From an optimization exercise on the open Yosys and OpenROAD flow, aimed at small area; shortcuts taken in it are not production practice.
The RTL was checked by simulation tests, not by an equivalence proof against the original design.
Power is estimated from default activity; no workload was simulated.

## epsilon
==> flow/design.v (excerpt) <==
module arp_packet_generator
(
	input wire clk,
	input wire rst_n,
	input wire [47:0] src_mac_add,
	input wire [47:0] des_mac_add,
	input wire [31:0] src_ip_add,
	input wire [31:0] des_ip_add,
	input wire [15:0] operator,
	input wire req,
	output logic gmii_tx_en,
	output logic [7:0] gmii_txd
);
Size: ~220 flip-flops, ~190 I/O pins, ~0.0080 mm² of cells after synthesis.
Settings: LEC_CHECK=0, CAP_MARGIN=20, CORE_MARGIN=2, CORE_UTILIZATION=40, SLEW_MARGIN=20; clock period 5.0 ns.
standard.sh (not shown) runs the stock make flow with config.mk's settings and CLKGATE_MAP_FILE= SYNTH_SCRIPT=/design/flow/synth_recipe.tcl, a recipe that flattens the netlist after the stock synthesis.
==> flow/flow/run.sh <==
#!/bin/bash
# Layout with the standard ORFS flow, with two changes:
#  - the input and output ports get the smallest buffer (buf_1);
#  - clock tree synthesis inserts no dummy loads.
cp standard.sh standard.sh.txt
export BUFFER_PORTS_ARGS="-buffer_cell sky130_fd_sc_hd__buf_1"
export CTS_ARGS="-sink_clustering_enable -repair_clock_nets -dont_use_dummy_load -buf_list {sky130_fd_sc_hd__clkbuf_8}"
bash standard.sh > standard.log 2>&1
epsilon ran to completion and came out clean on the timing, design-rule and antenna checks.
Here is what was changed in the inputs of delta compared with epsilon.
- CORE_UTILIZATION changed from 40 to 65
==> flow/flow/run.sh <==
#!/bin/bash
# Layout with the standard ORFS flow (standard.sh), with these changes:
#  - synthesis maps the logic with ABC's area mapper (flow/synth_area.tcl);
#  - the input and output ports get the smallest buffer (buf_1);
#  - clock tree synthesis inserts no dummy loads and uses clkbuf_8 buffers with clusters of at most 16 sinks.
set -e
export FLOW_WORK=$PWD
sed "s#SYNTH_SCRIPT=[^ ]*#SYNTH_SCRIPT=$PWD/flow/synth_area.tcl#" standard.sh > standard_area.sh
grep -q "SYNTH_SCRIPT=$PWD/flow/synth_area.tcl" standard_area.sh
export BUFFER_PORTS_ARGS="-buffer_cell sky130_fd_sc_hd__buf_1"
export CTS_ARGS="-sink_clustering_enable -repair_clock_nets -dont_use_dummy_load -buf_list {sky130_fd_sc_hd__clkbuf_4} -sink_clustering_size 10 -sink_clustering_max_diameter 300"
bash standard_area.sh > standard.log 2>&1
==> flow/flow/area.abc (new file) <==
strash
dch -f
amap
==> flow/flow/synth_area.tcl (new file) <==
# The standard synthesis (synth_recipe.tcl, which this sources unchanged),
# except that the technology mapping of the combinational logic uses ABC's
# area-oriented mapper (area.abc) instead of ORFS's delay-oriented script.
set area_abc_script [file join [file dirname [file normalize [info script]]] area.abc]
proc abc {args} {
  set i [lsearch -exact $args -script]
  if { $i >= 0 } {
    lset args [expr { $i + 1 }] $::area_abc_script
  }
  yosys abc {*}$args
}
source $::env(FLOW_WORK)/synth_recipe.tcl
### Flow results
Re fmax: delta and epsilon aren't equal, and the lower value belongs to delta.
Relative to epsilon, post-layout net count increased by 22 in delta.
Compared to epsilon, delta has multi-input gate share of total cell area 6.9 points lower.
Changes observed in delta relative to epsilon: well-tap cell count went down; wire length went down.
Diff epsilon -> delta: detailed-routed wire length on met2 now sits higher, final weighted congestion in routability-driven placement up 0.065.

* * *

arp_packet_generator again, from the RTL that the note above started with.
export LEC_CHECK = 0
export CAP_MARGIN = 20
export CORE_MARGIN = 2
export CORE_UTILIZATION = 40
export SLEW_MARGIN = 20
create_clock -name core_clock -period 5.0 [get_ports {clk}]
==> flow/flow/run.sh <==
#!/bin/bash
# Layout with the standard ORFS flow (standard.sh), with these changes:
#  - synthesis maps the logic with ABC's area mapper (flow/synth_area.tcl);
#  - the input and output ports get the smallest buffer (buf_1);
#  - clock tree synthesis inserts no dummy loads and uses clkbuf_4.
set -e
export FLOW_WORK=$PWD
sed "s#SYNTH_SCRIPT=[^ ]*#SYNTH_SCRIPT=$PWD/flow/synth_area.tcl#" standard.sh > standard_area.sh
grep -q "SYNTH_SCRIPT=$PWD/flow/synth_area.tcl" standard_area.sh
export BUFFER_PORTS_ARGS="-buffer_cell sky130_fd_sc_hd__buf_1"
export CTS_ARGS="-sink_clustering_enable -repair_clock_nets -dont_use_dummy_load -buf_list {sky130_fd_sc_hd__clkbuf_4}"
bash standard_area.sh > standard.log 2>&1
==> flow/flow/area.abc <==
strash
dch -f
amap
==> flow/flow/synth_area.tcl <==
# The standard synthesis (synth_recipe.tcl, which this sources unchanged),
# except that the technology mapping of the combinational logic uses ABC's
# area-oriented mapper (area.abc) instead of ORFS's delay-oriented script.
set area_abc_script [file join [file dirname [file normalize [info script]]] area.abc]
proc abc {args} {
  set i [lsearch -exact $args -script]
  if { $i >= 0 } {
    lset args [expr { $i + 1 }] $::area_abc_script
  }
  yosys abc {*}$args
}
source $::env(FLOW_WORK)/synth_recipe.tcl
==> next run, changes <==
==> flow/flow/run.sh (replaced) <==
#!/bin/bash
# Layout with the standard ORFS flow (standard.sh), with these changes:
#  - synthesis maps the logic with ABC's area mapper (flow/synth_area.tcl);
#  - the input and output ports get the smallest buffer (buf_1);
#  - clock tree synthesis inserts no dummy loads and uses clkbuf_4 buffers with clusters of at most 11 sinks within 60 um.
set -e
export FLOW_WORK=$PWD
sed "s#SYNTH_SCRIPT=[^ ]*#SYNTH_SCRIPT=$PWD/flow/synth_area.tcl#" standard.sh > standard_area.sh
grep -q "SYNTH_SCRIPT=$PWD/flow/synth_area.tcl" standard_area.sh
export BUFFER_PORTS_ARGS="-buffer_cell sky130_fd_sc_hd__buf_1"
export CTS_ARGS="-sink_clustering_enable -repair_clock_nets -dont_use_dummy_load -buf_list {sky130_fd_sc_hd__clkbuf_4} -sink_clustering_size 11 -sink_clustering_max_diameter 60"
bash standard_area.sh > standard.log 2>&1
SETUP_SLACK_MARGIN = -0.45   (was unset)
Outcome: Via count shrinks by about 3%; clock power went down by 32%; routed wire length fell by 2.0%; utilization shrinks by 1.9 points.
==> next run, changes <==
==> flow/flow/run.sh (replaced) <==
#!/bin/bash
# Layout with the standard ORFS flow (standard.sh), with these changes:
#  - synthesis maps the logic with ABC's area mapper (flow/synth_area.tcl);
#  - the input and output ports get the smallest buffer (buf_1);
#  - clock tree synthesis inserts no dummy loads and uses clkbuf_8 buffers with clusters of at most 16 sinks.
set -e
export FLOW_WORK=$PWD
sed "s#SYNTH_SCRIPT=[^ ]*#SYNTH_SCRIPT=$PWD/flow/synth_area.tcl#" standard.sh > standard_area.sh
grep -q "SYNTH_SCRIPT=$PWD/flow/synth_area.tcl" standard_area.sh
export BUFFER_PORTS_ARGS="-buffer_cell sky130_fd_sc_hd__buf_1"
export CTS_ARGS="-sink_clustering_enable -repair_clock_nets -dont_use_dummy_load -buf_list {sky130_fd_sc_hd__clkbuf_8} -sink_clustering_size 16 -sink_clustering_max_diameter 300"
bash standard_area.sh > standard.log 2>&1
SETUP_SLACK_MARGIN = unset   (was -0.45)
Clock power increases by 14%.
Cell area goes up by 1.8%.
Utilization went up by 0.88 points.
Setup slack is better by 0.17 ns.
Routed wire length barely changes.
Area after synthesis stays the same.
==> next run, changes <==
==> flow/flow/run.sh (replaced) <==
#!/bin/bash
# Layout with the standard ORFS flow (standard.sh), with these changes:
#  - synthesis maps the logic with ABC's area mapper (flow/synth_area.tcl);
#  - the input and output ports get the smallest buffer (buf_1);
#  - clock tree synthesis inserts no dummy loads and uses clkbuf_4 buffers with clusters of at most 10 sinks.
set -e
export FLOW_WORK=$PWD
sed "s#SYNTH_SCRIPT=[^ ]*#SYNTH_SCRIPT=$PWD/flow/synth_area.tcl#" standard.sh > standard_area.sh
grep -q "SYNTH_SCRIPT=$PWD/flow/synth_area.tcl" standard_area.sh
export BUFFER_PORTS_ARGS="-buffer_cell sky130_fd_sc_hd__buf_1"
export CTS_ARGS="-sink_clustering_enable -repair_clock_nets -dont_use_dummy_load -buf_list {sky130_fd_sc_hd__clkbuf_4} -sink_clustering_size 10 -sink_clustering_max_diameter 300"
bash standard_area.sh > standard.log 2>&1
GPL_TIMING_DRIVEN = 0   (was unset)
SETUP_SLACK_MARGIN = -0.45   (was unset)
Effect: Now the flow finished but failed the layout checks on setup timing; clock-buffer cell count came out higher by 8; hold slack gets worse by 0.16 ns; non-clock buffer count falls by 5; routed wire length came out lower slightly.

* * *

red:
Starting RTL as in the previous note.
Settings: LEC_CHECK=0, CAP_MARGIN=20, CORE_MARGIN=2, CORE_UTILIZATION=40, SETUP_SLACK_MARGIN=-0.45, SLEW_MARGIN=20; clock period 5.0 ns.
==> flow/flow/run.sh <==
#!/bin/bash
# Layout with the standard ORFS flow (standard.sh), with these changes:
#  - synthesis maps the logic with ABC's area mapper (flow/synth_area.tcl);
#  - the input and output ports get the smallest buffer (buf_1);
#  - clock tree synthesis inserts no dummy loads and uses clkbuf_4 buffers with clusters of at most 11 sinks within 60 um.
set -e
export FLOW_WORK=$PWD
sed "s#SYNTH_SCRIPT=[^ ]*#SYNTH_SCRIPT=$PWD/flow/synth_area.tcl#" standard.sh > standard_area.sh
grep -q "SYNTH_SCRIPT=$PWD/flow/synth_area.tcl" standard_area.sh
export GPL_KEEP_OVERFLOW=0
export BUFFER_PORTS_ARGS="-buffer_cell sky130_fd_sc_hd__buf_1"
export CTS_ARGS="-sink_clustering_enable -repair_clock_nets -dont_use_dummy_load -buf_list {sky130_fd_sc_hd__clkbuf_4} -sink_clustering_size 11 -sink_clustering_max_diameter 60"
bash standard_area.sh > standard.log 2>&1
Scripts as last shown in full above: flow/flow/area.abc, flow/flow/synth_area.tcl
red finished all stages; layout check result: FAIL, due to setup timing.
Setup changes, red to blue
# red
export LEC_CHECK = 0
export CAP_MARGIN = 20
export CORE_MARGIN = 2
export CORE_UTILIZATION = 40
export SETUP_SLACK_MARGIN = -0.45
export SLEW_MARGIN = 20
create_clock -name core_clock -period 5.0 [get_ports {clk}]
# blue
export LEC_CHECK = 0
export CAP_MARGIN = 20
export CORE_MARGIN = 2
export CORE_UTILIZATION = 40
export SLEW_MARGIN = 20
create_clock -name core_clock -period 5.0 [get_ports {clk}]
==> flow/flow/run.sh <==
#!/bin/bash
# Layout with the standard ORFS flow, with two changes:
#  - the input and output ports get the smallest buffer (buf_1);
#  - clock tree synthesis inserts no dummy loads.
cp standard.sh standard.sh.txt
export BUFFER_PORTS_ARGS="-buffer_cell sky130_fd_sc_hd__buf_1"
export CTS_ARGS="-sink_clustering_enable -repair_clock_nets -dont_use_dummy_load -buf_list {sky130_fd_sc_hd__clkbuf_16} -sink_clustering_size 30 -sink_clustering_max_diameter 300"
bash standard.sh > standard.log 2>&1
removed: flow/flow/area.abc
removed: flow/flow/synth_area.tcl
==> comparison <==
blue: flow completed, timing, DRC and antenna clean
| leakage power figure | blue vs red | 62% higher |
Of the two candidates, red has the better die footprint and blue the worse one.
Count of plain and timing-repair buffers in the layout, blue and red, lower one = red.
Against red, average routed wire per standard cell in blue fell by a few percent.
Hold slack | blue above red
Lower register-to-register slack goes to red over blue.
Changes observed in blue relative to red: total power rose 0.00020 W; met3 routing resource usage after global routing went down by 0.72 points; first-pass iteration count of the detailed router decreased by 2 relative to the old numbers; share of synthesized area occupied by flip-flops and latches fell by 9.8 points.
Main combinational cell family by area after synthesis = compound AO/OA/AOI/OAI gates: red; main combinational cell family by area after synthesis = multiplexers: blue
Edits applied to the flow inputs when going from blue to green:
# blue
export LEC_CHECK = 0
export CAP_MARGIN = 20
export CORE_MARGIN = 2
export CORE_UTILIZATION = 40
export SLEW_MARGIN = 20
create_clock -name core_clock -period 5.0 [get_ports {clk}]
# green
export LEC_CHECK = 0
export CAP_MARGIN = 20
export CORE_MARGIN = 2
export CORE_UTILIZATION = 40
export GPL_TIMING_DRIVEN = 0
export SLEW_MARGIN = 20
create_clock -name core_clock -period 5.0 [get_ports {clk}]
==> flow/flow/run.sh <==
#!/bin/bash
# Layout with the standard ORFS flow (standard.sh), with these changes:
#  - synthesis maps the logic with ABC's area mapper (flow/synth_area.tcl);
#  - the input and output ports get the smallest buffer (buf_1);
#  - clock tree synthesis inserts no dummy loads and uses clkbuf_8 buffers with clusters of at most 16 sinks.
set -e
export FLOW_WORK=$PWD
sed "s#SYNTH_SCRIPT=[^ ]*#SYNTH_SCRIPT=$PWD/flow/synth_area.tcl#" standard.sh > standard_area.sh
grep -q "SYNTH_SCRIPT=$PWD/flow/synth_area.tcl" standard_area.sh
export BUFFER_PORTS_ARGS="-buffer_cell sky130_fd_sc_hd__buf_1"
export CTS_ARGS="-sink_clustering_enable -repair_clock_nets -dont_use_dummy_load -buf_list {sky130_fd_sc_hd__clkbuf_4} -sink_clustering_size 10 -sink_clustering_max_diameter 300"
bash standard_area.sh > standard.log 2>&1
==> flow/flow/area.abc (new file) <==
strash
dch -f
amap
==> flow/flow/synth_area.tcl (new file) <==
# The standard synthesis (synth_recipe.tcl, which this sources unchanged),
# except that the technology mapping of the combinational logic uses ABC's
# area-oriented mapper (area.abc) instead of ORFS's delay-oriented script.
set area_abc_script [file join [file dirname [file normalize [info script]]] area.abc]
proc abc {args} {
  set i [lsearch -exact $args -script]
  if { $i >= 0 } {
    lset args [expr { $i + 1 }] $::area_abc_script
  }
  yosys abc {*}$args
}
source $::env(FLOW_WORK)/synth_recipe.tcl
--- outcome ---
Going from blue to green, multi-input combinational cell area fell about 26%, least setup slack across all paths after layout fell 0.22 ns, number of tap cells inserted fell 17%. First-iteration DRC count, blue and green: higher on green. green vs blue: wire length reported by the detailed router up by a few percent. When green is set beside blue, its overall track demand over capacity in global routing turns out to be 2.9 points larger.
Edits applied to the flow inputs when going from green to orange:
# green
export LEC_CHECK = 0
export CAP_MARGIN = 20
export CORE_MARGIN = 2
export CORE_UTILIZATION = 40
export GPL_TIMING_DRIVEN = 0
export SLEW_MARGIN = 20
create_clock -name core_clock -period 5.0 [get_ports {clk}]
# orange
export LEC_CHECK = 0
export CAP_MARGIN = 20
export CORE_MARGIN = 2
export CORE_UTILIZATION = 40
export SLEW_MARGIN = 20
create_clock -name core_clock -period 5.0 [get_ports {clk}]
--- a/flow/flow/run.sh
+++ b/flow/flow/run.sh
@@ -9,4 +9,4 @@
 grep -q "SYNTH_SCRIPT=$PWD/flow/synth_area.tcl" standard_area.sh
 export BUFFER_PORTS_ARGS="-buffer_cell sky130_fd_sc_hd__buf_1"
-export CTS_ARGS="-sink_clustering_enable -repair_clock_nets -dont_use_dummy_load -buf_list {sky130_fd_sc_hd__clkbuf_4} -sink_clustering_size 10 -sink_clustering_max_diameter 300"
+export CTS_ARGS="-sink_clustering_enable -repair_clock_nets -dont_use_dummy_load -buf_list {sky130_fd_sc_hd__clkbuf_2} -sink_clustering_size 6 -sink_clustering_max_diameter 300"
 bash standard_area.sh > standard.log 2>&1
### Flow results
Via count was lower in the run labelled green.
Endpoint of the worst setup timing path = crc[23]: green; endpoint of the worst setup timing path = gmii_txd[3]: orange
Delta (orange minus green): via count of the first global-routing pass shows an increase of 0.38%, wire length of the first global-routing pass shows an increase of 0.51%.
#### Input delta (purple over orange)
==> flow/run.sh (new file) <==
#!/bin/bash
# synth_recipe.tcl (not shown) runs the flow's synth.tcl, then flattens the netlist and writes it again
# the make line also repeats each setting of config.mk as NAME=value (left out here)
make -C /OpenROAD-flow-scripts/flow DESIGN_CONFIG=/design/flow/config.mk WORK_HOME=/design/flow/orfs CLKGATE_MAP_FILE= SYNTH_SCRIPT=/design/flow/synth_recipe.tcl finish
removed: flow/flow/run.sh
removed: flow/flow/area.abc
removed: flow/flow/synth_area.tcl
removed: flow/standard.sh
==> summary.txt <==
Sequential element share of the synthesized area: orange and purple compared, higher one is orange. Switching share of power: purple lower than orange. purple contains fewer vias than orange.

* * *

Starting RTL as in the previous note.
Settings: LEC_CHECK=0, CAP_MARGIN=20, CORE_MARGIN=2, CORE_UTILIZATION=40, SETUP_SLACK_MARGIN=-0.3, SLEW_MARGIN=20; clock period 5.0 ns.
==> flow/flow/run.sh <==
#!/bin/bash
# Layout with the standard ORFS flow (standard.sh), with these changes:
#  - synthesis maps the logic with ABC's area mapper (flow/synth_area.tcl);
#  - the input and output ports get the smallest buffer (buf_1);
#  - clock tree synthesis inserts no dummy loads and uses clkbuf_4 buffers with clusters of at most 10 sinks.
set -e
export FLOW_WORK=$PWD
sed "s#SYNTH_SCRIPT=[^ ]*#SYNTH_SCRIPT=$PWD/flow/synth_area.tcl#" standard.sh > standard_area.sh
grep -q "SYNTH_SCRIPT=$PWD/flow/synth_area.tcl" standard_area.sh
export BUFFER_PORTS_ARGS="-buffer_cell sky130_fd_sc_hd__buf_1"
export CTS_ARGS="-sink_clustering_enable -repair_clock_nets -dont_use_dummy_load -buf_list {sky130_fd_sc_hd__clkbuf_4} -sink_clustering_size 10 -sink_clustering_max_diameter 300"
bash standard_area.sh > standard.log 2>&1
==> flow/flow/area.abc <==
strash
dch -f
amap
==> flow/flow/synth_area.tcl <==
# The standard synthesis (synth_recipe.tcl, which this sources unchanged),
# except that the technology mapping of the combinational logic uses ABC's
# area-oriented mapper (area.abc) instead of ORFS's delay-oriented script.
set area_abc_script [file join [file dirname [file normalize [info script]]] area.abc]
proc abc {args} {
  set i [lsearch -exact $args -script]
  if { $i >= 0 } {
    lset args [expr { $i + 1 }] $::area_abc_script
  }
  yosys abc {*}$args
}
source $::env(FLOW_WORK)/synth_recipe.tcl
The baseline finished with timing, DRC and antenna clean.
Next try:
==> flow/flow/run.sh (replaced) <==
#!/bin/bash
# Layout with the standard ORFS flow, with two changes:
#  - the input and output ports get the smallest buffer (buf_1);
#  - clock tree synthesis inserts no dummy loads.
cp standard.sh standard.sh.txt
export BUFFER_PORTS_ARGS="-buffer_cell sky130_fd_sc_hd__buf_1"
export CTS_ARGS="-sink_clustering_enable -repair_clock_nets -dont_use_dummy_load -buf_list {sky130_fd_sc_hd__clkbuf_4}"
bash standard.sh > standard.log 2>&1
- SETUP_SLACK_MARGIN: -0.3 -> default
removed: flow/flow/area.abc
removed: flow/flow/synth_area.tcl
Outcome: Sequential share of layout area goes down by 7.0 points; worst setup slack improved by 3.1 ps; synthesized area came out higher by about 18%; global-route usage drops by 2.2 points; clock skew went up by 38 ps.
Next try:
==> flow/flow/run.sh (replaced) <==
#!/bin/bash
# Layout with the standard ORFS flow (standard.sh), with these changes:
#  - synthesis maps the logic with ABC's area mapper (flow/synth_area.tcl);
#  - the input and output ports get the smallest buffer (buf_1);
#  - clock tree synthesis inserts no dummy loads and uses clkbuf_4 buffers with clusters of at most 11 sinks within 60 um.
set -e
export FLOW_WORK=$PWD
sed "s#SYNTH_SCRIPT=[^ ]*#SYNTH_SCRIPT=$PWD/flow/synth_area.tcl#" standard.sh > standard_area.sh
grep -q "SYNTH_SCRIPT=$PWD/flow/synth_area.tcl" standard_area.sh
export ADDER_MAP_FILE=
export BUFFER_PORTS_ARGS="-buffer_cell sky130_fd_sc_hd__buf_1"
export CTS_ARGS="-sink_clustering_enable -repair_clock_nets -dont_use_dummy_load -buf_list {sky130_fd_sc_hd__clkbuf_4} -sink_clustering_size 11 -sink_clustering_max_diameter 60"
bash standard_area.sh > standard.log 2>&1
==> flow/flow/area.abc (new file) <==
strash
dch -f
amap
==> flow/flow/synth_area.tcl (new file) <==
# The standard synthesis (synth_recipe.tcl, which this sources unchanged),
# except that the technology mapping of the combinational logic uses ABC's
# area-oriented mapper (area.abc) instead of ORFS's delay-oriented script.
set area_abc_script [file join [file dirname [file normalize [info script]]] area.abc]
proc abc {args} {
  set i [lsearch -exact $args -script]
  if { $i >= 0 } {
    lset args [expr { $i + 1 }] $::area_abc_script
  }
  yosys abc {*}$args
}
source $::env(FLOW_WORK)/synth_recipe.tcl
- SETUP_SLACK_MARGIN: default -> -0.45
After rerunning: Die area went down by 16%. Via count rises by 8.9%. Setup slack loses 86 ps. First-iteration DRC count grows by about 140%.
Next try:
==> flow/flow/run.sh (replaced) <==
#!/bin/bash
# Layout with the standard ORFS flow, with two changes:
#  - the input and output ports get the smallest buffer (buf_1);
#  - clock tree synthesis inserts no dummy loads.
cp standard.sh standard.sh.txt
export BUFFER_PORTS_ARGS="-buffer_cell sky130_fd_sc_hd__buf_1"
export CTS_ARGS="-sink_clustering_enable -repair_clock_nets -dont_use_dummy_load -buf_list {sky130_fd_sc_hd__clkbuf_4} -sink_buffer_max_cap_derate 0.5"
bash standard.sh > standard.log 2>&1
- SETUP_SLACK_MARGIN: -0.45 -> default
removed: flow/flow/area.abc
removed: flow/flow/synth_area.tcl
After rerunning: The new run completed with no timing, DRC or antenna violations. Synthesized cell count goes up by 3.5%. Die area goes up by 19%. Final cell count goes up by 5.3%. Routed wire length goes up by 2.1%. Total power goes up by 16%. Design area goes up by 17%. Combinational power goes down by 7.1%. Critical path depth goes down by 9. Clock skew goes up by 47 ps.
Next try:
==> flow/flow/run.sh (replaced) <==
#!/bin/bash
# Layout with the standard ORFS flow (standard.sh), with these changes:
#  - synthesis maps the logic with ABC's area mapper (flow/synth_area.tcl);
#  - the input and output ports get the smallest buffer (buf_1);
#  - clock tree synthesis inserts no dummy loads and uses clkbuf_8 buffers with clusters of at most 16 sinks.
set -e
export FLOW_WORK=$PWD
sed "s#SYNTH_SCRIPT=[^ ]*#SYNTH_SCRIPT=$PWD/flow/synth_area.tcl#" standard.sh > standard_area.sh
grep -q "SYNTH_SCRIPT=$PWD/flow/synth_area.tcl" standard_area.sh
export BUFFER_PORTS_ARGS="-buffer_cell sky130_fd_sc_hd__buf_1"
export CTS_ARGS="-sink_clustering_enable -repair_clock_nets -dont_use_dummy_load -buf_list {sky130_fd_sc_hd__clkbuf_4} -sink_clustering_size 10 -sink_clustering_max_diameter 300"
bash standard_area.sh > standard.log 2>&1
==> flow/flow/area.abc (new file) <==
strash
dch -f
amap
==> flow/flow/synth_area.tcl (new file) <==
# The standard synthesis (synth_recipe.tcl, which this sources unchanged),
# except that the technology mapping of the combinational logic uses ABC's
# area-oriented mapper (area.abc) instead of ORFS's delay-oriented script.
set area_abc_script [file join [file dirname [file normalize [info script]]] area.abc]
proc abc {args} {
  set i [lsearch -exact $args -script]
  if { $i >= 0 } {
    lset args [expr { $i + 1 }] $::area_abc_script
  }
  yosys abc {*}$args
}
source $::env(FLOW_WORK)/synth_recipe.tcl
- CAP_MARGIN: 20 -> 0
- SLEW_MARGIN: 20 -> 0
Result:
- design area is lower by about 13%
- wire length is higher by about 0.9%
- synthesized area is lower by about 15%
- register-to-register slack got worse by 390 ps
- setup slack improved by 180 ps
- total power is lower by 13%
- sequential share of layout area is higher by 6.7 points
- clock-buffer cell count is lower by 32
- maximum frequency is higher by 4.0%
Next try:
==> flow/flow/run.sh (replaced) <==
#!/bin/bash
# Layout with the standard ORFS flow (standard.sh), with these changes:
#  - synthesis maps the logic with ABC's area mapper (flow/synth_area.tcl);
#  - the input and output ports get the smallest buffer (buf_1);
#  - clock tree synthesis inserts no dummy loads and uses clkbuf_4 buffers with clusters of at most 10 sinks.
set -e
export FLOW_WORK=$PWD
sed "s#SYNTH_SCRIPT=[^ ]*#SYNTH_SCRIPT=$PWD/flow/synth_area.tcl#" standard.sh > standard_area.sh
grep -q "SYNTH_SCRIPT=$PWD/flow/synth_area.tcl" standard_area.sh
export BUFFER_PORTS_ARGS="-buffer_cell sky130_fd_sc_hd__buf_1"
export CTS_ARGS="-sink_clustering_enable -repair_clock_nets -dont_use_dummy_load -buf_list {sky130_fd_sc_hd__clkbuf_4} -sink_clustering_size 10 -sink_clustering_max_diameter 50"
bash standard_area.sh > standard.log 2>&1
- CAP_MARGIN: 0 -> 20
- SETUP_SLACK_MARGIN: default -> -0.45
- SLEW_MARGIN: 0 -> 20
The new run finished clean. Clock skew goes up by 14 ps. Flip-flop and latch count is unchanged. Utilization goes down by 0.48 points.

## re-timing with driven ports
The results above use ideal ports. As a check the final layouts listed here were re-extracted and re-timed, cells and wires unchanged.
Step 1, drivers: a clkbuf_16 drives clk and a buf_2 each remaining input, both assumed.
Step 2 moves the port delays by t, midway between the first and last clock arrival at a register: inputs arrive t later, outputs are due t later. That takes back most of the time a late clock gives input paths.
Slacks: ideal / step 1 / step 2; pairs: ideal / step 1.
| run | t (ns) | setup WS [ns] | hold slack, ns |
|---|---|---|---|
| epsilon | 0.535 | 0.448 / 0.411 / 0.946 | 0.365 / 0.371 / 0.381 |
| delta | 0.614 | 0.296 / 0.296 / 0.296 | 0.317 / 0.316 / 0.401 |
| the first run of note 2 | 0.629 | 0.460 / 0.419 / 0.505 | 0.315 / 0.299 / 0.384 |
| the second run of note 2 | 0.630 | 0.333 / 0.333 / 0.333 | 0.283 / 0.267 / 0.428 |
| the third run of note 2 | 0.517 | 0.501 / 0.492 / 0.501 | 0.396 / 0.384 / 0.399 |
| the fourth run of note 2 | 0.645 | -0.048 / -0.048 / -0.048 | 0.234 / 0.221 / 0.397 |
| red | 0.641 | -0.054 / -0.054 / -0.054 | 0.265 / 0.249 / 0.423 |
| blue | 0.475 | 0.509 / 0.469 / 0.944 | 0.332 / 0.332 / 0.332 |
| green | 0.639 | 0.287 / 0.287 / 0.287 | 0.243 / 0.231 / 0.398 |
| orange | 0.725 | 0.437 / 0.396 / 0.505 | 0.207 / 0.190 / 0.366 |
| purple | 0.550 | 0.492 / 0.447 / 0.998 | 0.405 / 0.405 / 0.405 |
| the first run of note 4 | 0.631 | 0.348 / 0.319 / 0.348 | 0.276 / 0.264 / 0.390 |
| the second run of note 4 | 0.646 | 0.351 / 0.318 / 0.949 | 0.249 / 0.258 / 0.380 |
| the third run of note 4 | 0.639 | 0.265 / 0.265 / 0.265 | 0.281 / 0.277 / 0.385 |
| the fourth run of note 4 | 0.646 | 0.351 / 0.318 / 0.949 | 0.249 / 0.258 / 0.380 |
| the fifth run of note 4 | 0.630 | 0.528 / 0.491 / 0.555 | 0.277 / 0.265 / 0.390 |
| the sixth run of note 4 | 0.649 | 0.273 / 0.273 / 0.273 | 0.254 / 0.241 / 0.405 |
